What follows belongs to an exercise in optimizing a design on an open flow for small area and a short achievable clock period; a production flow would make more cautious choices.
Only simulation tests tie the RTL to the original design; equivalence was not proved.
No activity file was given, so power comes from the tool's default toggle rates.

**design.v**
```verilog
module Multi_Flop_Synchronizer #(
    parameter NUM_STAGES =2 
) (
    input  wire  async,
    input  wire  clk  ,
    input  wire  en   ,
    input  wire  rst  ,
    output reg   sync
);
reg [NUM_STAGES-2:0] Q  ;
    always @(posedge clk) begin
        if (!rst) begin
            {sync,Q}<='b0;
        end else if (en) begin
            {sync,Q}<={Q[NUM_STAGES-2:0],async};
        end
    end
endmodule
module Multi_Flop_Synchronizer_Multi_bits #(
    parameter NUM_STAGES =2,BUS_WIDTH=5
) (
    input  wire [BUS_WIDTH-1:0] ASYNC,
    input  wire  CLK  ,
    input  wire  EN   ,
    input  wire  RST  ,
    output wire  [BUS_WIDTH-1:0] SYNC
);
genvar i;
    generate
        for (i =0 ;i<=BUS_WIDTH-1; i=i+1 ) begin
            Multi_Flop_Synchronizer #(.NUM_STAGES(NUM_STAGES)) u0  (.async(ASYNC[i]),.clk(CLK),.en(EN),.rst(RST),.sync(SYNC[i])) ;
        end
    endgenerate
endmodule
module Pulse_Gen (
    input  wire Signal_in,
    input  wire clk      ,
    input  wire en       ,
    input  wire rst      ,
    output wire Pulse_out
);
    reg Q;
    always @(posedge clk) begin
        if (!rst) begin
            Q<='b0;
        end else if (en) begin
            Q<=Signal_in;
        end
    end
    assign Pulse_out= ((~Q) & Signal_in);
endmodule
module Data_Sync #(
    parameter NUM_STAGES =2,UNSYNC_BUS_WIDTH=8,BUS_WIDTH=1
) (
    input  wire [UNSYNC_BUS_WIDTH-1:0] Unsync_Bus,
    input  wire                        Enable    ,
    input  wire                        clk       ,
    input  wire                        en        ,
    input  wire                        rst       ,
    output reg  [UNSYNC_BUS_WIDTH-1:0] Sync_Bus  ,
    output reg                         Enable_Pulse              
);
    wire Enable_Sync ;
    wire Pulse_out;
    always @(posedge clk) begin
        if (en && Pulse_out) begin
            Sync_Bus<=Unsync_Bus;
        end 
    end
    always @(posedge clk) begin
        if (!rst) begin
            Enable_Pulse<='b0;
        end else if (en) begin
            Enable_Pulse<=Pulse_out;
        end 
    end
    Multi_Flop_Synchronizer_Multi_bits #(
        .NUM_STAGES (NUM_STAGES ),
        .BUS_WIDTH  (BUS_WIDTH  )
    )
    u_Multi_Flop_Synchronizer_Multi_bits(
    	.ASYNC (Enable ),
        .CLK   (clk   ),
        .EN    (en    ),
        .RST   (rst   ),
        .SYNC  (Enable_Sync  )
    );
    Pulse_Gen u_Pulse_Gen(
    	.Signal_in (Enable_Sync ),
        .clk       (clk       ),
        .en        (en        ),
        .rst       (rst       ),
        .Pulse_out (Pulse_out )
    );
endmodule
module RST_Sync (
    input  wire RST,
    input  wire clk,
    output reg  Sync_RST
);
    reg Q;
    always @(posedge clk or negedge RST) begin
        if (!RST) begin
            Q        <= 1'b0;
            Sync_RST <= 1'b0;
        end else begin
            Q        <= 1'b1;
            Sync_RST <= Q;
        end
    end
endmodule
module Clock_Divider (
    input  wire       i_ref_clk  ,
    input  wire       i_rst_n    ,
    input  wire       i_clk_en   , 
    input  wire [3:0] i_div_ratio,
    output wire       o_div_tick
);
reg        div_clk, odd_edge_tog;
reg  [3:0] couter;
wire [3:0] inc    = couter + 4'd1;
wire [3:0] half   = {1'b0, i_div_ratio[3:1]};
wire       is_odd = i_div_ratio[0];
wire       clk_en = i_clk_en & (|i_div_ratio[3:1]);
wire       at_pos = (inc == half);       
wire       at_neg = (couter == half);
wire       flip   = is_odd ? (odd_edge_tog ? at_pos : at_neg) : at_pos;
always @(posedge i_ref_clk) begin
    if (!i_rst_n) begin
        div_clk      <= 1'b0;
        couter       <= 4'd0;
        odd_edge_tog <= 1'b1;
    end else if (clk_en) begin
        if (flip) begin
            div_clk <= ~div_clk;
            couter  <= 4'd0;
            if (is_odd)
                odd_edge_tog <= ~odd_edge_tog;
        end else begin
            couter  <= inc;
        end
    end
end
assign o_div_tick = clk_en ? (~div_clk & flip) : 1'b1;
endmodule
module Bits_Counter #(
    parameter Counter_Size='d3, Start_Point='d0,Num_of_Bits=3'b111
) (
    input   wire                     clk    ,
    input   wire                     rst    ,
    input   wire                     enable ,
    output  reg [Counter_Size-1:0]   bits_counter,
    output  wire                      finish
);
    always @(posedge clk) begin
        if (!rst) begin
            bits_counter<=Start_Point;
        end else if (enable) begin
            bits_counter<=bits_counter+'b1;
        end
    end
   assign finish=(bits_counter==Num_of_Bits) & enable;
endmodule
module Edge_Bit_Counter (
    input   wire        clk     ,
    input   wire        rst     ,
    input   wire        enable  , 
    input   wire [4:0]  Prescale,
    output  reg  [4:0]  edge_cnt,
    output  reg         finish
);
    wire [5:0] edge_inc = {1'b0, edge_cnt} + 6'd1;
    always @(posedge clk) begin
        if (!rst || finish || !enable)
            edge_cnt <= 5'd0;
        else
            edge_cnt <= edge_inc[4:0];
    end
    always @(posedge clk) begin
        if (!rst)
            finish <= 1'b0;
        else
            finish <= (edge_inc == {1'b0, Prescale});
    end
endmodule
module Counter_Unit #(
    parameter Counter_Size='d5
) (
    input  wire clk,
    input  wire rst,
    input  wire enable,
    input  wire Data_enable, 
    input  wire [Counter_Size-1:0]  Prescale   ,
    output wire                     Finish_edge,
    output wire                     Finish_data,
    output wire [2:0]               bits_counter,
    output wire [Counter_Size-1:0]  edge_cnt
);
    wire Bits_counter_enable;
    assign Bits_counter_enable= Finish_edge & Data_enable;  
    Bits_Counter  u_Bits_Counter(
    	.clk    (clk    ),
        .rst    (rst    ),
        .enable (Bits_counter_enable ),
        .bits_counter(bits_counter),
        .finish (Finish_data )
    );
    Edge_Bit_Counter  u_Edge_Bit_Counter(
    	.clk      (clk      ),
        .rst      (rst      ),
        .enable   (enable   ),
        .Prescale (Prescale ),
        .edge_cnt (edge_cnt ),
        .finish   (Finish_edge   )
    );
endmodule
module Data_Sampling (
    input  wire                    RX_in   ,
    input  wire                    clk     ,
    input  wire                    rst     ,
    input  wire                    data_samp_en,
    output reg                     sampled_bit
);
reg [2:0] bits;
always @(posedge clk) begin
    if (!rst) begin
        bits<='b0;
    end else if (data_samp_en) begin
        bits<={bits[1:0],RX_in};
    end else begin
        bits<=bits;
    end
end
always @(*) begin
    if (!data_samp_en) begin
        if ((bits[0] & bits[1])||(bits[0] & bits[2])||(bits[2] & bits[1])) begin
            sampled_bit=1'b1;
        end else begin
            sampled_bit=1'b0;
        end
    end else begin
        sampled_bit=1'b0;
    end
end
endmodule
module Deserializer #(
    parameter bits_couner_size='d3 , Data_size='d8
) (
    input  wire sampled_bit,
    input  wire clk        ,
    input  wire rst        , 
    input  wire deser_en   ,
    input  wire [bits_couner_size-1:0] bits_counter, 
    output reg  [Data_size-1:0] Data 
);
always @(posedge clk) begin
    if (!rst) begin
        Data<='b0;
    end else if(deser_en) begin
        Data[bits_counter]<=sampled_bit;
    end
end
endmodule
module Error_Unit (
    input  wire  clk,
    input  wire  rst,
    input  wire  sampled_bit,
    input  wire  Compared_bit,
    input  wire  Enable,
    output  reg  Error
);
    always @(*) begin
        if (!Enable) begin
            Error='b0;
        end else if (sampled_bit!=Compared_bit) begin
            Error='b1;
        end else begin
             Error='b0;
        end
    end
endmodule
module RX_FSM #(parameter Counter_Size='d5) (
    input  wire clk,
    input  wire rst,
    input  wire RX_IN,  
    input  wire PAR_EN,  
    input  wire [1:0] Prescale,
    input  wire bit_cnt,  
    input  wire data_finish_flag, 
    input  wire [Counter_Size-1:0] edge_cnt,  
    input  wire [7:0] P_DATA ,
    input   wire PAR_TYP,
    input   wire Error,
    output  reg Compared_bit,
    output reg counter_en,  
    output reg bits_counter_en,  
    output reg Error_Unit_En,
    output reg data_samp_en,
    output reg deser_en,
    output reg data_valid
);
reg [2:0] CurrentState,NextState;
wire start_first,start_sec,start_third;
reg Rest_data_valid;
reg Error_REG;
reg Out_data_valid;
localparam Idle =3'b000, 
           Start=3'b001,
           Data =3'b011,
           Parity=3'b010,
           Stop=3'b110;
always @(posedge clk) begin
    if (!rst) begin
        CurrentState<=Idle;
    end else begin
        CurrentState<=NextState;
    end 
end           
always @(*) begin
    counter_en='b0;
    Error_Unit_En='b0;
    bits_counter_en='b0;
    deser_en='b0;
    Compared_bit='b0;
    Rest_data_valid='b0;
    Out_data_valid='b0;
    case (CurrentState)
       Idle : begin
        if (!RX_IN) begin
            NextState=Start;
            counter_en='b1;
        end else begin
            NextState=Idle;
            counter_en='b0;
        end
       end
       Start:begin
        Compared_bit='b0;
        Rest_data_valid='b1;
        Error_Unit_En=((Prescale[0]==1'b0)&(edge_cnt>=5'b00110))|((Prescale>=2'b01)&(edge_cnt>=5'b01000)) |((Prescale[1]==1'b1)&(edge_cnt>=5'b01100));
        if (Error) begin
            NextState=Idle;
            counter_en='b0;
        end else begin
            if (!bit_cnt) begin
            NextState=Start;
            counter_en='b1;
        end else begin
            NextState=Data;
            counter_en='b0;
        end
        end
       end
       Data:begin
        deser_en=((Prescale[0]==1'b0)&(edge_cnt>=5'b00110))|((Prescale>=2'b01)&(edge_cnt>=5'b01000)) |((Prescale[1]==1'b1)&(edge_cnt>=5'b01100));
        bits_counter_en='b1;
        if (!data_finish_flag) begin
            NextState=Data;
            counter_en='b1;
            bits_counter_en='b1;
        end else if (!PAR_EN) begin
            NextState=Stop;
            counter_en='b0;
        end else begin
            NextState=Parity;
            counter_en='b0;
        end
       end
       Parity:begin
        Error_Unit_En=((Prescale[0]==1'b0)&(edge_cnt>=5'b00110))|((Prescale>=2'b01)&(edge_cnt>=5'b01000)) |((Prescale[1]==1'b1)&(edge_cnt>=5'b01100));
        if (!PAR_TYP) begin
            Compared_bit=^P_DATA;
        end else begin
            Compared_bit=~^P_DATA;
        end
        if (!bit_cnt) begin
            NextState=Parity;
            counter_en='b1;
        end else begin
            NextState=Stop;
            counter_en='b0;
        end
       end
       Stop:begin
        Compared_bit='b1;
        Error_Unit_En=((Prescale[0]==1'b0)&(edge_cnt>=5'b00110))|((Prescale>=2'b01)&(edge_cnt>=5'b01000)) |((Prescale[1]==1'b1)&(edge_cnt>=5'b01100));
        if (!bit_cnt) begin
            NextState=Stop;
            counter_en='b1;
        end else  if (!RX_IN) begin 
            NextState=Start;
            counter_en='b0;
            Out_data_valid='b1;
        end else begin
            NextState=Idle;
            Out_data_valid='b1;
            counter_en='b0;
        end
        end
        default: begin
            NextState=Idle;
        end
    endcase
end
always @(posedge clk) begin
    if (!rst) begin
        data_valid<='b0;
    end else if(Out_data_valid) begin
        data_valid<=~Error_REG;
    end else begin
        data_valid<='b0;
    end
end
always @(posedge clk) begin
    if (!rst) begin
        Error_REG<='b0;
    end else if(Rest_data_valid)begin
        Error_REG<='b0;
    end else if (Error_Unit_En)  begin   
        Error_REG<=Error|Error_REG;
    end
end
always @(*) begin
    if (start_first || start_sec || start_third) begin
        data_samp_en='b1;
    end else begin
        data_samp_en='b0;
    end
end
assign start_first=(Prescale[0]==1'b0)&((edge_cnt==5'b00010)|(edge_cnt==5'b00011)|(edge_cnt==5'b00100));
assign start_sec=(Prescale==2'b01)&((edge_cnt==5'b00100)|(edge_cnt==5'b00101)|(edge_cnt==5'b00110));
assign start_third=(Prescale[1]==1'b1)&((edge_cnt==5'b01000)|(edge_cnt==5'b01001)|(edge_cnt==5'b01010));    
endmodule
module RX #(
    parameter Counter_Size='d5, Start_Point='d1
) (
    input  wire                    clk_Top     ,
    input  wire                    rst_Top     ,
    input  wire                    RX_IN_Top   ,
    input  wire [Counter_Size-1:0] Prescale_Top,
    input  wire                    PAR_EN_TOP  ,
    input  wire                    PAR_TYP_Top ,
    output wire                    Data_Valid_Top,
    output wire [7:0]              P_Data_Top
);
wire bit_cnt_Top;  
wire [Counter_Size-1:0] edge_cnt_Top;  
wire enable_Top;  
wire par_err_Top,start_err_Top,stop_err_Top;  
wire par_check_en_Top,start_check_en_Top,stop_check_en_Top;  
wire data_samp_en_Top;  
wire deser_en_Top,deser_en_FSM_Top;  
wire sampled_bit_Top;
wire data_finish_flag_Top,bits_counter_en_Top;
wire [2:0] bits_counter_Top;
wire Compared_bit_Top,Error_Unit_En_Top,Error_Top;
RX_FSM u_RX_FSM(
    .clk              (clk_Top              ),
    .rst              (rst_Top              ),
    .RX_IN            (RX_IN_Top            ),
    .PAR_EN           (PAR_EN_TOP           ),
    .Prescale         (Prescale_Top[4:3]          ),
    .bit_cnt          (bit_cnt_Top          ),
    .data_finish_flag (data_finish_flag_Top ),
    .edge_cnt         (edge_cnt_Top         ),
    .P_DATA           (P_Data_Top           ),  
    .PAR_TYP          (PAR_TYP_Top          ),  
    .Error            (Error_Top            ),
    .Compared_bit     (Compared_bit_Top     ),
    .counter_en       (enable_Top       ),
    .bits_counter_en  (bits_counter_en_Top  ),
    .Error_Unit_En    (Error_Unit_En_Top    ), 
    .data_samp_en     (data_samp_en_Top     ),
    .deser_en         (deser_en_FSM_Top         ),
    .data_valid       (Data_Valid_Top       )
);
Error_Unit u_Error_Unit(
    .clk          (clk_Top          ),
    .rst          (rst_Top          ),
    .sampled_bit  (sampled_bit_Top  ),
    .Compared_bit (Compared_bit_Top ),
    .Enable       (Error_Unit_En_Top       ),
    .Error        (Error_Top        )
);
Counter_Unit u_Counter_Unit(
    .clk         (clk_Top         ),
    .rst         (rst_Top         ),
    .enable      (enable_Top       ),
    .Data_enable (bits_counter_en_Top ),
    .Prescale    (Prescale_Top    ),
    .Finish_edge (bit_cnt_Top ),
    .Finish_data (data_finish_flag_Top ),
    .bits_counter(bits_counter_Top),
    .edge_cnt    (edge_cnt_Top    )
);
    Data_Sampling  u_Data_Sampling(
    	.RX_in        (RX_IN_Top        ),
        .clk          (clk_Top          ),
        .rst          (rst_Top          ),
        .data_samp_en (data_samp_en_Top ),
        .sampled_bit  (sampled_bit_Top  )
    );
Deserializer u_Deserializer(
    .sampled_bit  (sampled_bit_Top  ),
    .clk          (clk_Top          ),
    .rst          (rst_Top          ),
    .deser_en     (deser_en_FSM_Top),  
    .bits_counter (bits_counter_Top ),
    .Data         (P_Data_Top         )
);
endmodule
module UART_TX_Top (
    input  wire       clk,
    input  wire       tick,
    input  wire       RST,
    input  wire [7:0] P_Data_UART,
    input  wire       Data_Valid_UART,
    input  wire       Par_En_UART,
    input  wire       Par_Type_UART,
    output wire       TX_Out_UART,
    output wire       Busy_UART
);
localparam Idle  = 2'b00,
           Start = 2'b01,
           Data  = 2'b11,
           Parity= 2'b10;
reg  [1:0] Current_State, Next_State, State_N;
reg  [2:0] Counter;
reg  [7:0] Data_Reg;    
reg        Par_Bit;
reg  [7:0] Data_N;
reg        Par_N;
reg        Out_N;
wire Ser_En   = (Current_State == Data);
wire Ser_Done = (Counter == 3'b111);
assign Busy_UART = (Current_State != Idle);
always @(*) begin
    case (Current_State)
        Idle:    Next_State = Data_Valid_UART ? Start : Idle;
        Start:   Next_State = Data;
        Data:    Next_State = Ser_Done ? (Par_En_UART ? Parity : Idle) : Data;
        default: Next_State = Data_Valid_UART ? Start : Idle;
    endcase
end
always @(*) begin
    State_N = tick ? Next_State : Current_State;
    if (!tick)
        Data_N = Data_Reg;
    else if (Data_Valid_UART)
        Data_N = P_Data_UART;
    else if (Ser_En)
        Data_N = Data_Reg >> 1;
    else
        Data_N = Data_Reg;
    Par_N = tick ? (Par_Type_UART ? ~^P_Data_UART : ^P_Data_UART) : Par_Bit;
    case (State_N)
        Idle:    Out_N = 1'b1;
        Start:   Out_N = 1'b0;
        Data:    Out_N = Data_N[0];
        default: Out_N = Par_N;
    endcase
end
always @(posedge clk) begin
    if (!RST) begin
        Current_State <= Idle;
        Counter       <= 3'b0;
    end else begin
        Current_State <= State_N;
        if (tick)
            Counter <= Ser_En ? Counter + 1'b1 : 3'b0;
    end
end
reg TX_Out_Inv;
always @(posedge clk or negedge RST) begin
    if (!RST)
        TX_Out_Inv <= 1'b0;
    else
        TX_Out_Inv <= ~Out_N;
end
assign TX_Out_UART = ~TX_Out_Inv;
always @(posedge clk) begin
    Data_Reg <= Data_N;
    Par_Bit  <= Par_N;
end
endmodule
module ALU (
    input  wire        clk      ,
    input  wire        Gate_En  ,
    input  wire        rst      ,
    input  wire [7:0]  Operand_A,
    input  wire [7:0]  Operand_B,
    input  wire [3:0]  ALU_Fun  ,
    input  wire        Enable   ,
    input  wire        Restart  ,
    output wire [7:0]  ALU_Lo_N ,
    output reg  [7:0]  ALU_Hi   ,
    output reg         Out_Valid,
    output wire        Clearing ,
    output reg  [3:0]  Eng_Cnt
);
reg  [7:0] R, Q;    
reg  [7:0] H, L;    
wire       clr   = Restart | (Eng_Cnt == 4'd15);
wire       run   = ~Eng_Cnt[3];
wire       a_bit = Operand_A[~Eng_Cnt[2:0]];
wire       b_bit = Operand_B[Eng_Cnt[2:0]];
wire [7:0] T     = {R[6:0], a_bit};
wire [8:0] sum;
wire       ge    = R[7] | sum[8];
wire [8:0] S     = {1'b0, H} + (b_bit ? {1'b0, Operand_A} : 9'd0);
assign Clearing = (Eng_Cnt == 4'd15);
always @(posedge clk) begin
    if (!rst)
        Eng_Cnt <= 4'd15;
    else if (Restart || Eng_Cnt == 4'd15)
        Eng_Cnt <= 4'd0;
    else if (run)
        Eng_Cnt <= Eng_Cnt + 1'b1;
end
always @(posedge clk) begin
    if (clr) begin
        R <= 8'd0;
        H <= 8'd0;
    end else if (run) begin
        R <= ge ? sum[7:0] : T;
        Q <= {Q[6:0], ge};
        H <= S[8:1];
        L <= {S[0], L[7:1]};
    end
end
wire [3:0] F    = ALU_Fun;
wire       sub  = run | (|F);
wire [7:0] X    = run ? T : Operand_A;
assign     sum  = {1'b0, X} + {1'b0, Operand_B ^ {8{sub}}} + {8'd0, sub};
wire       eq   = (Operand_A == Operand_B);
wire       lt   = ~sum[8];
wire       gt   = sum[8] & ~eq;
wire       bz   = ~|Operand_B;
reg  [3:0] tt;
always @(*) begin
    case (F)
        4'd4:    tt = 4'b1000;
        4'd5:    tt = 4'b1110;
        4'd6:    tt = 4'b0111;
        4'd7:    tt = 4'b0001;
        4'd8:    tt = 4'b0110;
        4'd9:    tt = 4'b1001;
        default: tt = 4'b0000;
    endcase
end
wire [7:0] lg;
genvar i;
generate
    for (i = 0; i < 8; i = i + 1) begin : g_lg
        assign lg[i] = tt[{Operand_A[i], Operand_B[i]}];
    end
endgenerate
wire s_sum = (F == 4'd0) | (F == 4'd1);
wire s_L   = (F == 4'd2);
wire s_Q   = (F == 4'd3) & ~bz;
wire s_sr  = (F == 4'd13);
wire s_sl  = (F == 4'd14);
wire cmp   = (F == 4'd10) ? eq : (F == 4'd11) ? gt : (F == 4'd12) ? lt : 1'b0;
wire ones  = (F == 4'd6) | (F == 4'd7) | (F == 4'd9) | ((F == 4'd1) & ~sum[8]);
wire [7:0] lo = ({8{s_sum}} & sum[7:0]) | ({8{s_L}} & L) | ({8{s_Q}} & Q) | lg
              | ({8{s_sr}} & {1'b0, Operand_A[7:1]}) | ({8{s_sl}} & {Operand_A[6:0], 1'b0})
              | {7'd0, cmp};
wire [7:0] hi = {8{ones}} | ({8{s_L}} & H)
              | {7'd0, ((F == 4'd0) & sum[8]) | (s_sl & Operand_A[7])};
assign ALU_Lo_N = Enable ? lo : 8'd0;
always @(posedge clk) begin
    if (Gate_En)
        ALU_Hi <= Enable ? hi : 8'd0;
end
always @(posedge clk) begin
    if (!rst)
        Out_Valid <= 1'b0;
    else
        Out_Valid <= Enable;
end
endmodule
module REG_File (
    input  wire        clk         , 
    input  wire        rst         ,
    input  wire [3:0]  Rd_Address  ,
    input  wire [15:0] Row_We      ,
    input  wire        RdEn        ,
    input  wire [7:0]  WrData      ,
    input  wire [15:0] Clr_Row     ,
    input  wire        Clearing    ,
    output wire [7:0]  RdData_N    ,
    output reg         RdData_Valid,
    output wire [7:0]  REG0_ALU_A  ,
    output wire [7:0]  REG1_ALU_B  ,
    output wire [6:0]  REG2_UART   ,
    output wire [3:0]  REG3_DIV  
);
    wire [7:0]  Wr_Val = Clearing ? 8'd0 : WrData;
    wire [7:0]  Row [0:15];
    reg  [7:0]  Cfg2, Cfg3;
    genvar k;
    generate
        for (k = 0; k < 16; k = k + 1) begin : g_row
            if (k == 2 || k == 3) begin : g_rst
                assign Row[k] = (k == 2) ? Cfg2 : Cfg3;
            end else begin : g_nrst
                reg [7:0] Data;
                always @(posedge clk) begin
                    if (Row_We[k] || Clr_Row[k])
                        Data <= Wr_Val;
                end
                assign Row[k] = Data;
            end
        end
    endgenerate
    always @(posedge clk) begin
        if (!rst) begin
            Cfg2 <= 8'h1C;
            Cfg3 <= 8'h08;
        end else begin
            if (Row_We[2]) Cfg2 <= WrData;
            if (Row_We[3]) Cfg3 <= WrData;
        end
    end
    always @(posedge clk) begin
        if (!rst)
            RdData_Valid <= 1'b0;
        else
            RdData_Valid <= RdEn;
    end
    assign RdData_N   = Row[Rd_Address];
    assign REG0_ALU_A = Row[0];
    assign REG1_ALU_B = Row[1];
    assign REG2_UART  = Cfg2[6:0];
    assign REG3_DIV   = Cfg3[3:0];
endmodule
module RX_Controler (
    input  wire        clk        ,
    input  wire        rst        ,
    output wire        ALU_Enable ,
    output wire        CLK_Gate_En,
    output wire [15:0] Row_We     ,
    output wire        REG_RdEn   ,
    input  wire [7:0]  Rx_P_Data  ,
    input  wire        RX_Valid
);
localparam Idle         = 3'b000,
           REG_Wr_Add   = 3'b001,
           REG_Wr_Data  = 3'b011,
           REG_Rd_Add   = 3'b010,
           ALU_Wr_A     = 3'b110,
           ALU_Wr_B     = 3'b100,
           ALU_Fun_State= 3'b101;
reg [2:0] Current_State, Next_State;
reg [3:0] Saved_Data;    
wire In_Wr_Add  = (Current_State == REG_Wr_Add);
wire In_Wr_Data = (Current_State == REG_Wr_Data);
wire In_Wr_A    = (Current_State == ALU_Wr_A);
wire In_Wr_B    = (Current_State == ALU_Wr_B);
wire In_Fun     = (Current_State == ALU_Fun_State);
wire Cmd_DD     = (Rx_P_Data == 8'hDD);
assign REG_RdEn    = RX_Valid && (Current_State == REG_Rd_Add);
assign ALU_Enable  = RX_Valid && In_Fun;
assign CLK_Gate_En = RX_Valid && ((Current_State == Idle && Cmd_DD) || In_Wr_B || In_Fun);
genvar k;
generate
    for (k = 0; k < 16; k = k + 1) begin : g_we
        assign Row_We[k] = RX_Valid && ((In_Wr_Data && Saved_Data == k) ||
                                        (k == 0 && In_Wr_A) || (k == 1 && In_Wr_B));
    end
endgenerate
always @(posedge clk) begin
    if (!rst)
        Current_State <= Idle;
    else
        Current_State <= Next_State;
end
always @(posedge clk) begin
    if (RX_Valid && In_Wr_Add)
        Saved_Data <= Rx_P_Data[3:0];
end
always @(*) begin
    Next_State = Current_State;
    case (Current_State)
        Idle: begin
            if (RX_Valid) begin
                case (Rx_P_Data)
                    8'hAA:   Next_State = REG_Wr_Add;
                    8'hBB:   Next_State = REG_Rd_Add;
                    8'hCC:   Next_State = ALU_Wr_A;
                    8'hDD:   Next_State = ALU_Fun_State;
                    default: Next_State = Idle;
                endcase
            end
        end
        REG_Wr_Add:    if (RX_Valid) Next_State = REG_Wr_Data;
        REG_Wr_Data:   if (RX_Valid) Next_State = Idle;
        REG_Rd_Add:    if (RX_Valid) Next_State = Idle;
        ALU_Wr_A:      if (RX_Valid) Next_State = ALU_Wr_B;
        ALU_Wr_B:      if (RX_Valid) Next_State = ALU_Fun_State;
        ALU_Fun_State: if (RX_Valid) Next_State = Idle;
        default:       Next_State = Idle;
    endcase
end
endmodule
module Tx_Controler #(
    parameter Data_width ='d8,ALU_Output_Data_width='d16
) (
    input  wire                     clk         ,
    input  wire                     rst         ,
    input  wire [Data_width-1:0]    ALU_Hi      ,
    input  wire                     ALU_Valid   ,
    input  wire [Data_width-1:0]    Shared_Lo   ,    
    input  wire                     REG_Rd_Valid,
    input  wire                    Tx_Busy      ,
    output reg  [Data_width-1:0]   Tx_P_Data    ,
    output reg                     Tx_Valid     ,
    output wire                    In_REG_Packet,
    output wire                    In_ALU_Packet_1
); 
wire [1:0] Flags;
assign Flags={REG_Rd_Valid,ALU_Valid};
reg [2:0] Current_State,Next_State;
localparam Idle ='b000 ,
           REG_Packet='b001,
           ALU_Packet_1='b011,
           Wait='b010,
           ALU_Packet_2='b110;
assign In_REG_Packet   = (Current_State == REG_Packet);
assign In_ALU_Packet_1 = (Current_State == ALU_Packet_1);
always @(posedge clk) begin
    if (!rst) begin
        Current_State<=Idle;
    end else begin
        Current_State<=Next_State;
    end
end
always @(*) begin
   Tx_Valid='b0;
   Tx_P_Data='b0;
   case (Current_State)
    Idle:begin 
        if (!Tx_Busy) begin
            case (Flags)
            'b10:Next_State=REG_Packet;
            'b01: Next_State=ALU_Packet_1;
            default:Next_State=Idle; 
        endcase
        end else begin
            Next_State=Idle;
        end
    end 
    REG_Packet:begin
        Tx_Valid='b1;
        Tx_P_Data=Shared_Lo;
        if (Tx_Busy) begin
           Next_State=Idle; 
        end else begin
            Next_State=REG_Packet;
        end
    end
    ALU_Packet_1:begin
        Tx_Valid='b1;
        Tx_P_Data=Shared_Lo;
        if (Tx_Busy) begin
           Next_State=Wait; 
        end else begin
            Next_State=ALU_Packet_1;
        end
    end
    Wait:begin
        if (!Tx_Busy) begin
            Next_State=ALU_Packet_2; 
        end else begin
            Next_State=Wait;
        end
    end
    ALU_Packet_2:begin
        Tx_Valid='b1;
        Tx_P_Data=ALU_Hi;
        if (Tx_Busy) begin
           Next_State=Idle; 
        end else begin
            Next_State=ALU_Packet_2;
        end
    end
    default: Next_State=Idle; 
   endcase
end
endmodule
module Design_Top (
    input  wire    CLK     ,
    input  wire    RST     , 
    input  wire    RX_IN   ,
    output wire    TX_OUT 
);
wire Sync_RST;
RST_Sync u_RST_Sync (
    .RST      (RST      ),
    .clk      (CLK      ),
    .Sync_RST (Sync_RST )
);
wire       RX_Valid_Top;
wire [7:0] Rx_P_Data_Top;
wire [6:0] REG2_UART_Config_Top;
wire [3:0] REG3_DIV_Top;
RX u_RX1(
    .clk_Top        (CLK                         ),
    .rst_Top        (Sync_RST                    ),
    .RX_IN_Top      (RX_IN                       ),
    .Prescale_Top   (REG2_UART_Config_Top[6:2]   ),
    .PAR_EN_TOP     (REG2_UART_Config_Top[0]     ),
    .PAR_TYP_Top    (REG2_UART_Config_Top[1]     ),
    .Data_Valid_Top (RX_Valid_Top                ),
    .P_Data_Top     (Rx_P_Data_Top               )
);
reg [2:0] RX_Valid_Dly;
always @(posedge CLK) begin
    if (!Sync_RST)
        RX_Valid_Dly <= 3'b0;
    else
        RX_Valid_Dly <= {RX_Valid_Dly[1:0], RX_Valid_Top};
end
wire RX_Valid_Syn = RX_Valid_Dly[2];
wire        ALU_Enable_Top, CLK_Gate_En_Top;
wire        ALU_Out_Valid_Top;
wire [15:0] Row_We;
wire        REG_RdEn_Top;
RX_Controler u_RX_Controler(
    .clk         (CLK               ),
    .rst         (Sync_RST          ),
    .ALU_Enable  (ALU_Enable_Top    ),
    .CLK_Gate_En (CLK_Gate_En_Top   ),
    .Row_We      (Row_We            ),
    .REG_RdEn    (REG_RdEn_Top      ),
    .Rx_P_Data   (Rx_P_Data_Top     ),
    .RX_Valid    (RX_Valid_Syn      )
);
wire       REG_Rd_Valid_Top;
wire [7:0] REG_RdData_N;
wire [7:0] Operand_A_Top, Operand_B_Top;
wire       Clearing;
wire [3:0] Eng_Cnt;
wire [15:0] Clr_Row = {16{Clearing}};
REG_File u_REG_File(
    .clk          (CLK              ),
    .rst          (Sync_RST         ),
    .Rd_Address   (Rx_P_Data_Top[3:0]),
    .Row_We       (Row_We           ),
    .RdEn         (REG_RdEn_Top     ),
    .WrData       (Rx_P_Data_Top    ),
    .Clr_Row      (Clr_Row          ),
    .Clearing     (Clearing         ),
    .RdData_N     (REG_RdData_N     ),
    .RdData_Valid (REG_Rd_Valid_Top ),
    .REG0_ALU_A   (Operand_A_Top    ),
    .REG1_ALU_B   (Operand_B_Top    ),
    .REG2_UART    (REG2_UART_Config_Top),
    .REG3_DIV     (REG3_DIV_Top     )
);
wire [7:0] ALU_Lo_N;
wire [7:0] ALU_Hi;
ALU u_ALU(
    .clk       (CLK               ),
    .Gate_En   (CLK_Gate_En_Top   ),
    .rst       (Sync_RST          ),
    .Operand_A (Operand_A_Top     ),
    .Operand_B (Operand_B_Top     ),
    .ALU_Fun   (Rx_P_Data_Top[3:0]),
    .Enable    (ALU_Enable_Top    ),
    .Restart   (Row_We[0] | Row_We[1]),
    .ALU_Lo_N  (ALU_Lo_N          ),
    .ALU_Hi    (ALU_Hi            ),
    .Out_Valid (ALU_Out_Valid_Top ),
    .Clearing  (Clearing          ),
    .Eng_Cnt   (Eng_Cnt           )
);
wire       In_REG_Packet, In_ALU_Packet_1;
reg  [7:0] Shared_Lo;
always @(posedge CLK) begin
    if (REG_RdEn_Top && !In_ALU_Packet_1)
        Shared_Lo <= REG_RdData_N;
    else if (CLK_Gate_En_Top && !In_REG_Packet)
        Shared_Lo <= ALU_Lo_N;
end
wire       Tx_Busy_Top, Tx_Busy_UnSyn;
wire       Tx_Valid_Top_UnSyn;
wire [7:0] Tx_P_Data_Top_UnSyn;
Tx_Controler u_Tx_Controler(
    .clk          (CLK                 ),
    .rst          (Sync_RST            ),
    .ALU_Hi       (ALU_Hi              ),
    .ALU_Valid    (ALU_Out_Valid_Top   ),
    .Shared_Lo    (Shared_Lo           ),
    .REG_Rd_Valid (REG_Rd_Valid_Top    ),
    .Tx_Busy      (Tx_Busy_Top         ),
    .Tx_P_Data    (Tx_P_Data_Top_UnSyn ),
    .Tx_Valid     (Tx_Valid_Top_UnSyn  ),
    .In_REG_Packet   (In_REG_Packet    ),
    .In_ALU_Packet_1 (In_ALU_Packet_1  )
);
Multi_Flop_Synchronizer u_Busy_Syn(
    .async (Tx_Busy_UnSyn ),
    .clk   (CLK           ),
    .en    (1'b1          ),
    .rst   (Sync_RST      ),
    .sync  (Tx_Busy_Top   )
);
wire       TX_TICK;
wire       TX_IN_V_Top_Syn;
wire [7:0] TX_IN_P_Top_Syn;
Clock_Divider u_Clock_Divider(
    .i_ref_clk   (CLK          ),
    .i_rst_n     (Sync_RST     ),
    .i_clk_en    (1'b1         ),
    .i_div_ratio (REG3_DIV_Top ),
    .o_div_tick  (TX_TICK      )
);
Data_Sync u_Tx_Data_Syn(
    .Unsync_Bus   (Tx_P_Data_Top_UnSyn ),
    .Enable       (Tx_Valid_Top_UnSyn  ),
    .clk          (CLK                 ),
    .en           (TX_TICK             ),
    .rst          (Sync_RST            ),
    .Sync_Bus     (TX_IN_P_Top_Syn     ),
    .Enable_Pulse (TX_IN_V_Top_Syn     )
);
UART_TX_Top u_UART_TX_Top1(
    .clk             (CLK                     ),
    .tick            (TX_TICK                 ),
    .RST             (Sync_RST                ),
    .P_Data_UART     (TX_IN_P_Top_Syn         ),
    .Data_Valid_UART (TX_IN_V_Top_Syn         ),
    .Par_En_UART     (REG2_UART_Config_Top[0] ),
    .Par_Type_UART   (REG2_UART_Config_Top[1] ),
    .TX_Out_UART     (TX_OUT                  ),
    .Busy_UART       (Tx_Busy_UnSyn           )
);
endmodule
```
**flow/run.sh**
```bash
#!/bin/bash
set -euo pipefail
W=$(pwd)
rm -rf "$W/orfs_scripts"
cp -r "$FLOW_HOME/scripts" "$W/orfs_scripts"
cp "$W/flow/abc_area.script" "$W/orfs_scripts/abc_area.script"
bash standard.sh "SCRIPTS_DIR=$W/orfs_scripts" \
    "BUFFER_PORTS_ARGS=-buffer_cell sky130_fd_sc_hd__buf_4" \
    "ADDER_MAP_FILE=" \
    "CTS_ARGS=-sink_clustering_enable -repair_clock_nets -sink_clustering_size 30 -sink_clustering_max_diameter 80 -buf_list sky130_fd_sc_hd__clkbuf_16 -dont_use_dummy_load" finish > standard.log 2>&1
```
**flow/abc_area.script**
```
strash
&get -n
&deepsyn -T 150
&put
dch -f
amap
mfs2
strash
dch -f
amap
mfs2
strash
dch -f
amap
topo
```
**standard.sh**
```bash
#!/bin/bash
# synth_recipe.tcl (not shown) runs the flow's synth.tcl, then flattens the netlist and writes it again
# the make line also repeats each setting of config.mk as NAME=value (left out here)
make -C /OpenROAD-flow-scripts/flow DESIGN_CONFIG=/design/flow/config.mk WORK_HOME=/design/flow/orfs CLKGATE_MAP_FILE= SYNTH_SCRIPT=/design/flow/synth_recipe.tcl "${@:-finish}"
```
**config.mk**
```make
export PLATFORM = sky130hd
export DESIGN_NAME = Design_Top
export DESIGN_NICKNAME = Design_Top
export VERILOG_FILES = /design/flow/design.v
export SDC_FILE = /design/flow/constraint.sdc
export NUM_CORES = 4
export LEC_CHECK = 0
export ABC_AREA = 1
export CAP_MARGIN = 0
export CORE_MARGIN = 2
export CORE_UTILIZATION = 70
export CTS_BUF_LIST = sky130_fd_sc_hd__clkbuf_16
export CTS_CLUSTER_DIAMETER = 80
export CTS_CLUSTER_SIZE = 30
export SLEW_MARGIN = 0
```
**constraint.sdc**
```tcl
create_clock -name core_clock -period 35.0 [get_ports {CLK}]
set_input_delay 7.0000 -clock core_clock [delete_from_list [all_inputs] [get_ports {CLK}]]
set_output_delay 7.0000 -clock core_clock [all_outputs]
set_load 0.01 [all_outputs]
```
==> results.py <==
metrics = {
    "synthesis": {
        "syn-num-nets": 1092,
        "async_flop_share": 0.0117,
        "yosys_most_used_dff": "edfxtp_1",
        "yosysWarnings": 18,
        "ys_seq_area_frac": 0.610,
        "synth_area_per_cell_um2": 10.2,
        "netlist_area_um2": 11100,
        "synth_edf_count": 163,
        "yosysUniqueCellTypes": 48,
        "synth_seq_cells": 257,
        "netlist_instances": 1089,
    },
    "sta": {
        "max_freq_ghz": 0.125,
        "timing.final.crit_period_ns": 8.01,
        "skew_ns": 0.0437,
        "rsz0062_at_grt": "false",
        "hold_viol_final": 0,
        "max-slew-margin-rel": 0.140,
        "post-route-period-util": 0.229,
        "finalSetupTns_ns": 0,
        "drv_slew": 0,
        "worstMarginPinSlew_ns": 1.28,
        "finalSetupViolCount": 0,
    },
    "floorplan": {
        "num_rows": 46,
        "dieArea_um2": 16900,
        "io_pins": 4,
        "die_height_um": 130,
        "chipWidth_um": 130,
        "core_area_um2": 15700,
        "initial_utilization": 0.709,
    },
    "finish": {
        "layout_common_cells": "163 x edfxtp_1, 145 x clkinv_1, 139 x nor2_1",
        "mostFrequentLayoutCell": "edfxtp_1",
        "num-nets-final": 1126,
        "drive_above_1_share": 0.0312,
        "antennaDiodeCount": 0,
        "area.growth.synth_to_final_pct": 6.68,
        "final_util": 0.756,
    },
    "job": {
        "maxCapViolations": 0,
    },
    "clock_network": {
        "htreeDepth": 1,
        "numClockSinks": 257,
        "cts_tree": "yes",
        "post_cts_buffers": 0,
        "cts_root_buf": "clkbuf_16",
        "clk_latency_ns": 0.49,
        "clockBufferDepth": 3,
        "cts_hold_buf": 0,
        "cts_resized": 0,
        "numCtsBuffers": 12,
        "clk_pin_slew_ns": 0.11,
    },
    "outcome": {
        "outcome": "finished clean",
    },
    "global_routing": {
        "grt_pass1_vias": 8230,
        "grt_overflow": 0,
        "grt_pass1_wl_um": 45300,
        "globalRouteTotalUtil": 0.356,
        "antenna_found_initial": 0,
        "grt_max_degree": 33,
    },
    "power": {
        "power.density_nw_per_um2": 72.0,
        "ir_drop_mv": 0.0608,
        "power.leakage_nw": 3.69,
    },
    "setup_path": {
        "crit_buf_inv": 2,
        "max_stage_delay_ns": 0.34,
        "critPathRequiredTime_ns": 28.00,
        "worst-path-max-fanout": 1,
        "cp-end-kind": "output port",
        "crit_family": "flip-flops",
        "cp_data_arrival_time_ns": 1.01,
        "critical-path-slowest-cell": "dfrtp_1",
        "criticalPathCategory": "flip-flop to output port",
        "crit_path_cell_trace": "clkinv_1, buf_4",
        "cp-start-kind": "flip-flop",
    },
    "route": {
        "ant_nets": 0,
        "drt-vias-per-instance": 6.85,
        "vias": 9162,
        "wirelength_um": 30000,
        "drt_iter0_drc": 1500,
        "remaining_drc_errors": 0,
        "first_pass_iters": 6,
        "avgRoutedWirePerCell_um": 22.4,
    },
    "placement": {
        "gp_congestion": 1.04,
        "io_buffer_count": 3,
        "hpwlAfterDp_um": 21300,
    },
    "hold_path": {
        "min_path_type": "flip-flop to async pin",
    },
}
[metrics by stage]
stage | power [mW] | area, um2 | setup slack [ns] | std cells | hold slack (ns)
2_1_floorplan | 0.611 | 11100 | 27.19 | 1089 | 0.161
3_3_place_gp | 0.695 | 11600 | 27.02 | 1325 | 0.199
3_5_place_dp | 0.703 | 11600 | 26.96 | 1325 | 0.204
4_1_cts | 0.846 | 11900 | 26.98 | 1337 | 0.198
5_1_grt | 0.893 | 11900 | 26.95 | 1337 | 0.223
6_report | 0.856 | 11900 | 26.99 | 1337 | 0.195
[where the power goes]
| group | switching, mW | internal (mW) | leakage [nW] |
|---|---|---|---|
| Combinational | 0.180 | 0.0658 | 1.27 |
| Sequential | 0.0432 | 0.420 | 2.26 |
| Clock | 0.0848 | 0.0622 | 0.148 |
[layer usage]
layer / track usage / vias to the layer above / part of all wire
li1: - / 4172 / -
met1: 0.498 / 4259 / 0.39
met5: 0 / - / 0
met2: 0.555 / 628 / 0.45
met3: 0.0787 / 103 / 0.12
met4: 0.130 / 0 / 0.042
[path summary, 6_finish.rpt]
path / start / slack, ns / endpoint / depth (start not counted)
min in group core_clock: u_RST_Sync.Q / 0.37 / u_RST_Sync.Sync_RST / 0
worst max-delay path: u_UART_TX_Top1.TX_Out_Inv / 26.99 / TX_OUT / 2
worst min register to register: u_RST_Sync.Sync_RST / 0.19 / u_UART_TX_Top1.TX_Out_Inv / 1
worst max register to register: u_RX1.u_Deserializer.Data[3] / 28.60 / u_ALU.ALU_Hi[2] / 28
worst min-delay path: u_RST_Sync.Sync_RST / 0.19 / u_UART_TX_Top1.TX_Out_Inv / 1
max in group asynchronous: RST / 28.63 / u_RST_Sync.Q / 1
[synthesized netlist by cell type (all sizes together), types with 3 or more instances]
cell	count	area, um2
dfrtp	3	75.1
nor3	31	155
a21oi	47	235
a221oi	12	105
nor2	140	526
o21ai	118	591
a222oi	12	120
a211oi	10	75.1
nand3	12	60.1
edfxtp	163	4890
nor4	9	56.3
nor2b	11	68.8
o21a	3	22.5
o221ai	11	96.3
or2	10	62.6
a32o	11	110
nand2	86	323
clkinv	145	544
or3	7	43.8
dfxtp	91	1820
a2111oi	12	105
o211ai	7	52.6
a31oi	10	62.6
a22o	13	114
nand4	7	43.8
o22ai	59	369
a22oi	13	97.6
o32ai	10	87.6
[state kept, by name, indices dropped and copies added (netlist names), 2 cells and up, named ones only]
signal and flops:
u_RX1.u_Data_Sampling.bits 3, u_RX1.u_RX_FSM.CurrentState 3, u_RX_Controler.Current_State 3, u_ALU.H 8, u_ALU.Q 8, u_REG_File.Cfg3 8, u_ALU.L 8, u_REG_File.Cfg2 8
u_RX1.u_Counter_Unit.u_Edge_Bit_Counter.edge_cnt 5, Shared_Lo 8, u_ALU.R 8, u_Tx_Data_Syn.Sync_Bus 8, u_Clock_Divider.couter 4, u_UART_TX_Top1.Counter 3, u_UART_TX_Top1.Current_State 2, RX_Valid_Dly 3
u_ALU.Eng_Cnt 4, u_RX_Controler.Saved_Data 4, u_RX1.u_Counter_Unit.u_Bits_Counter.bits_counter 3, u_RX1.u_Deserializer.Data 8, u_ALU.ALU_Hi 8, u_UART_TX_Top1.Data_Reg 8, u_Tx_Controler.Current_State 3, u_REG_File.g_row.g_nrst.Data 112
[area by class of cell]
type	count	area [um2]
clock buffer	12	300
fill	1083	3830
inverter	145	544
multi-input combinational	687	3830
sequential	257	6790
tap	216	270
timing repair buffer	20	150
[logic make-up (layout without fill, tap and decap cells)]
family | Yosys count | after routing | share of synthesized area
buf+inv | 145 | 177 | 0.0489
flops | 257 | 257 | 0.610
compound gates | 367 | 367 | 0.217
xor+xnor | 2 | 2 | 0.00157
simple gates | 317 | 317 | 0.123
other cells | 1 | 1 | 0.000337

==> port drivers added, routing unchanged <==
In the flow no input, the clock included, has a driving cell. The finished layout below was timed again as built, in two steps.
Step 1: set_driving_cell puts a clkbuf_16 on CLK and a buf_2 on each other input, an assumption about the parent block.
Step 2 also shifts input and output timing later by t, the mid clock arrival at the registers, as if the neighbouring blocks saw the same clock.
a / b / c = ideal ports / drivers / drivers and shift; a / b = the first two.
t, ns: 0.511
setup slack, ns: 26.993 / 26.951 / 26.942
hold WS [ns]: 0.195 / 0.195 / 0.195
latest minus earliest clock arrival (ns): 0.044 / 0.044
After both steps setup and hold are still met in this run. For this run, drivers alone change the setup slack by -0.042 ns; drivers and shift together by -0.051 ns.
